What follows belongs to an exercise in optimizing a design on an open flow for small area, a short achievable clock period and few clock cycles per item; a production flow would make more cautious choices.
Function was checked by simulation only, so behaviour that the tests miss may differ from the original.

Design cpuops, start of the top module:
module	cpuops(i_clk,i_reset, i_stb, i_op, i_a, i_b, o_c, o_f, o_valid,
			o_busy);
	input	wire	i_clk, i_reset, i_stb;
	input	wire	[3:0]	i_op;
	input	wire	[31:0]	i_a, i_b;
	output	wire	[31:0]	o_c;
	output	wire	[3:0]	o_f;
	output	reg		o_valid;
	output	wire		o_busy;
	reg	[31:0]	r_x, r_y;
	reg		r_cin;
	reg		r_add, r_sub, r_csh, pre_sign, set_ovfl, keep_sgn_on_ovfl;
	wire	this_is_a_multiply_op;
	assign	this_is_a_multiply_op = (i_stb)&&((i_op[3:1]==3'h5)||(i_op[3:0]==4'hc));
	wire		mpybusy, mpylast, mpy_cin;
	wire	[31:0]	mpy_x, mpy_y;
	mpyop	thempy(i_clk, i_reset, this_is_a_multiply_op, i_op[1:0],
		i_a, i_b, r_x, mpybusy, mpylast, mpy_x, mpy_y, mpy_cin);
	wire	[31:0]	next_x, next_y;
	wire		next_cin, next_csh;
	aluop	thealu(mpybusy, mpylast, i_op, i_a, i_b, mpy_x, mpy_y, mpy_cin,
			r_x, next_x, next_y, next_cin, next_csh);
	always @(posedge i_clk)
	begin
		r_x   <= next_x;
		r_y   <= next_y;
		r_cin <= next_cin;
		r_csh <= next_csh;
		r_add <= !mpybusy && (i_op == 4'h2);
		r_sub <= !mpybusy && (i_op == 4'h0);
		pre_sign <= i_a[31];
		set_ovfl <= !mpybusy && (((i_op==4'h0)&&(i_a[31] != i_b[31]))
			||((i_op==4'h2)&&(i_a[31] == i_b[31]))
			||(i_op == 4'h6)
			||(i_op == 4'h5));
		keep_sgn_on_ovfl <= !mpybusy &&
			(((i_op==4'h0)&&(i_a[31] != i_b[31]))
			||((i_op==4'h2)&&(i_a[31] == i_b[31])));
	end
  ...
export LEC_CHECK = 0
export ABC_AREA = 1
export CAP_MARGIN = 20
export CORE_MARGIN = 2
export CORE_UTILIZATION = 45
export SLEW_MARGIN = 20
create_clock -name core_clock -period 10.0 [get_ports {i_clk}]
standard.sh (not shown) runs the stock make flow with config.mk's settings and CLKGATE_MAP_FILE= SYNTH_SCRIPT=/design/flow/synth_recipe.tcl, a recipe that flattens the netlist after the stock synthesis.
==> flow/flow/run.sh <==
#!/bin/bash
# The standard layout, with the port buffers made of plain buffers
# (sky130_fd_sc_hd__buf_2) instead of the delay cell buffer_ports picks,
# timing repair free to resize them, and aiming at a setup slack of 5.25 ns. The make log goes to standard_flow.log.
set -euo pipefail
bash standard.sh MATCH_CELL_FOOTPRINT=0 SETUP_SLACK_MARGIN=5.25 "BUFFER_PORTS_ARGS=-buffer_cell sky130_fd_sc_hd__buf_2" finish > standard_flow.log 2>&1
Testbench counts at the start, summed over its fixed seeds: cycles 28,765, items 16,384.
Edit:
==> flow/flow/run.sh (replaced) <==
#!/bin/bash
# The standard layout, with the port buffers made of plain buffers
# (sky130_fd_sc_hd__buf_2) instead of the delay cell buffer_ports picks,
# timing repair free to resize them, and aiming at a setup slack of 5.5 ns. The make log goes to standard_flow.log.
set -euo pipefail
bash standard.sh MATCH_CELL_FOOTPRINT=0 SETUP_SLACK_MARGIN=5.5 "BUFFER_PORTS_ARGS=-buffer_cell sky130_fd_sc_hd__buf_2" finish > standard_flow.log 2>&1
- CORE_UTILIZATION: 45 -> 40
Result:
- routed wire length came out higher by 1.7%
- core utilization came out lower by 3.8 points
Edit:
==> flow/flow/run.sh (replaced) <==
#!/bin/bash
# The standard layout, with the port buffers made of plain buffers
# (sky130_fd_sc_hd__buf_2) instead of the delay cell buffer_ports picks,
# timing repair free to resize them, and aiming at a setup slack of 5.25 ns. The make log goes to standard_flow.log.
set -euo pipefail
bash standard.sh MATCH_CELL_FOOTPRINT=0 SETUP_SLACK_MARGIN=5.25 "BUFFER_PORTS_ARGS=-buffer_cell sky130_fd_sc_hd__buf_2" finish > standard_flow.log 2>&1
After rerunning: Global-route usage goes down by 0.27 points. Design area drops by about 4.3%. Utilization went down by 2.0 points. Area after synthesis is unchanged.
Edit:
==> flow/flow/run.sh (replaced) <==
#!/bin/bash
# The standard layout, with the port buffers made of plain buffers
# (sky130_fd_sc_hd__buf_4) instead of the delay cell buffer_ports picks,
# and timing repair free to resize them. The make log goes to standard_flow.log.
set -euo pipefail
bash standard.sh MATCH_CELL_FOOTPRINT=0 "BUFFER_PORTS_ARGS=-buffer_cell sky130_fd_sc_hd__buf_4" finish > standard_flow.log 2>&1
- SETUP_SLACK_MARGIN: unset -> 4.5
Outcome:
- utilization is lower by 1.6 points
- clock skew came out higher by 0.0045 ns
- design area fell by 3.5%
- die area stays the same
- setup slack is worse by 0.56 ns
- synthesized area does not change
- via count goes down by 1.7%
- wire length shrinks by 2.3%
- final cell count drops by 1.2%

* * *

## JK
Another version of the RTL of cpuops (not shown whole).
For scale: ~110 I/O pins, ~26000 sq um of cells after synthesis.
clock: 10.0 ns
lec_check: 0
abc_area: 1
cap_margin: 20
core_margin: 2
core_utilization: 40
setup_slack_margin: 5
slew_margin: 20
tns_end_percent: 20
==> flow/flow/run.sh <==
#!/bin/bash
# The standard layout, with the port buffers made of plain buffers
# (sky130_fd_sc_hd__buf_4) instead of the delay cell buffer_ports picks,
# and timing repair free to resize them. The make log goes to standard_flow.log.
set -euo pipefail
bash standard.sh MATCH_CELL_FOOTPRINT=0 "BUFFER_PORTS_ARGS=-buffer_cell sky130_fd_sc_hd__buf_4" finish > standard_flow.log 2>&1
Testbench counts of JK, summed over its fixed seeds: cycles 24,638, items 16,384.
Inputs modified between JK and MS:
# JK
export LEC_CHECK = 0
export ABC_AREA = 1
export CAP_MARGIN = 20
export CORE_MARGIN = 2
export CORE_UTILIZATION = 40
export SETUP_SLACK_MARGIN = 5
export SLEW_MARGIN = 20
export TNS_END_PERCENT = 20
create_clock -name core_clock -period 10.0 [get_ports {i_clk}]
# MS
export LEC_CHECK = 0
export ABC_AREA = 1
export CAP_MARGIN = 20
export CORE_MARGIN = 2
export CORE_UTILIZATION = 40
export SLEW_MARGIN = 20
create_clock -name core_clock -period 10.0 [get_ports {i_clk}]
==> flow/flow/run.sh <==
#!/bin/bash
# The standard layout, with the port buffers made of plain buffers
# (sky130_fd_sc_hd__buf_4) instead of the delay cell buffer_ports picks,
# timing repair free to resize them, and timing repair aiming at a setup
# slack of 6 ns. The make log goes to standard_flow.log.
set -euo pipefail
bash standard.sh MATCH_CELL_FOOTPRINT=0 SETUP_SLACK_MARGIN=6 "BUFFER_PORTS_ARGS=-buffer_cell sky130_fd_sc_hd__buf_4" finish > standard_flow.log 2>&1
### Flow results
[compare] base=JK new=MS: final instance count without filler cells moved up, worst setup slack after placement increased 0.54 ns, via count of the first global-routing pass moved up.
Run comparison: MS beginning of the critical path r_cin$_DFF_P_; JK beginning of the critical path r_x[0]$_DFF_P_
MS has number of clock buffers in the layout above what JK had.
Compared with JK, in MS critical path depth has increased; wire length has increased; global-route usage has increased.
Here is what was changed in the inputs of AL compared with MS.
# MS
export LEC_CHECK = 0
export ABC_AREA = 1
export CAP_MARGIN = 20
export CORE_MARGIN = 2
export CORE_UTILIZATION = 40
export SLEW_MARGIN = 20
create_clock -name core_clock -period 10.0 [get_ports {i_clk}]
# AL
export LEC_CHECK = 0
export ABC_AREA = 1
export CAP_MARGIN = 20
export CORE_MARGIN = 2
export CORE_UTILIZATION = 40
export SETUP_SLACK_MARGIN = 5
export SLEW_MARGIN = 20
create_clock -name core_clock -period 10.0 [get_ports {i_clk}]
==> flow/flow/run.sh <==
#!/bin/bash
# The standard layout, with the port buffers made of plain buffers
# (sky130_fd_sc_hd__buf_4) instead of the delay cell buffer_ports picks,
# and timing repair free to resize them. The make log goes to standard_flow.log.
set -euo pipefail
bash standard.sh MATCH_CELL_FOOTPRINT=0 "BUFFER_PORTS_ARGS=-buffer_cell sky130_fd_sc_hd__buf_4" finish > standard_flow.log 2>&1
Notes after the runs:
- Taking MS as the reference, in AL endpoint arrival time on the critical path +2.54 ns; final cell area excluding filler cells -17%; count of non-CTS inverters in the layout -1.1%; multi-input combinational cell count ~0 delta.
- Lower post-layout utilization of the core among MS and AL: AL
- Relative to MS, wire length on met2 decreased by about 12% in AL.
- | critical path depth | AL vs MS | 1 lower |
- Going from MS to AL, the sequential share of layout area was found to have gone up by 1.9 points.
[inputs] TR vs AL
==> flow/flow/run.sh <==
#!/bin/bash
# The standard layout, with the port buffers made of plain buffers
# (sky130_fd_sc_hd__buf_2) instead of the delay cell buffer_ports picks,
# and timing repair free to resize them. The make log goes to standard_flow.log.
set -euo pipefail
bash standard.sh MATCH_CELL_FOOTPRINT=0 "BUFFER_PORTS_ARGS=-buffer_cell sky130_fd_sc_hd__buf_2" finish > standard_flow.log 2>&1
Across TR and AL, the outcome is the same: a clean finish for every run.
The number of stages on the worst setup path of TR exceeds that of AL by 3.
Clock-cell share of area of TR is on par with AL.
Global placement routability congestion (lower): AL
[TR vs AL] depth of the worst register-to-register path: higher in TR
TR reports a lower clock skew than AL does.
AL → TR: via count ~0 delta, fmax +about 0.5%, clock tree buffer count of the final layout -3.
The sum of net half-perimeters after detailed placement of TR and that of AL are within noise of each other.
### TR -> PW
# TR
export LEC_CHECK = 0
export ABC_AREA = 1
export CAP_MARGIN = 20
export CORE_MARGIN = 2
export CORE_UTILIZATION = 40
export SETUP_SLACK_MARGIN = 5
export SLEW_MARGIN = 20
create_clock -name core_clock -period 10.0 [get_ports {i_clk}]
# PW
export LEC_CHECK = 0
export CAP_MARGIN = 20
export CORE_MARGIN = 2
export CORE_UTILIZATION = 40
export SETUP_SLACK_MARGIN = 5
export SLEW_MARGIN = 20
create_clock -name core_clock -period 10.0 [get_ports {i_clk}]
==> flow/run.sh (new file) <==
#!/bin/bash
# synth_recipe.tcl (not shown) runs the flow's synth.tcl, then flattens the netlist and writes it again
# the make line also repeats each setting of config.mk as NAME=value (left out here)
make -C /OpenROAD-flow-scripts/flow DESIGN_CONFIG=/design/flow/config.mk WORK_HOME=/design/flow/orfs CLKGATE_MAP_FILE= SYNTH_SCRIPT=/design/flow/synth_recipe.tcl finish
removed: flow/flow/run.sh
removed: flow/standard.sh
## What came out
- Delta(simple logic cell fraction of the synthesized area, PW - TR) < 0
- Looking at critical path class, the register to output pin result is from PW; the register to register one comes from TR.
- For the post-route minimum period, PW came in 0.32 ns higher than TR did.
- Against TR as the reference, PW delivers a higher count of plain and timing-repair buffers.
- [PW vs TR] portion of the clock cycle consumed by the worst path in the final layout: higher in PW
- Min cell area across TR and PW: TR

afterwards: timing with drivers on the ports:
No port has a modelled driver above. Below, the same layouts with a new extraction and two added sets of constraints.
Step 1: set_driving_cell puts a clkbuf_16 on i_clk and a buf_2 on each other input, an assumption about the parent block.
Step 2 also shifts input and output timing later by t, the mid clock arrival at the registers, as if the neighbouring blocks saw the same clock.
Slacks: ideal / step 1 / step 2; pairs: ideal / step 1.
run	shift t [ns]	setup WS [ns]	worst setup path after step 2	slew at the worst register clock pin (ns)
the first run of note 1	0.548	5.166 / 5.110 / 4.984	input to register	0.09 / 0.09
the second run of note 1	0.550	5.187 / 5.130 / 5.093	input to register	0.08 / 0.08
the third run of note 1	0.544	5.222 / 5.169 / 5.074	input to register	0.08 / 0.08
the fourth run of note 1	0.518	4.657 / 4.602 / 4.748	register to register	0.08 / 0.08
JK	0.519	4.998 / 4.941 / 5.014	register to register	0.08 / 0.08
MS	0.540	5.214 / 5.153 / 5.229	input to register	0.09 / 0.09
AL	0.525	5.011 / 4.987 / 5.011	register to register	0.08 / 0.08
TR	0.551	5.036 / 5.036 / 4.868	input to register	0.09 / 0.09
PW	0.552	4.715 / 4.654 / 4.524	input to register	0.08 / 0.08
After both steps setup and hold are still met in every run listed. For PW, which loses most, drivers alone change the setup slack by -0.061 ns; drivers and shift together by -0.191 ns.
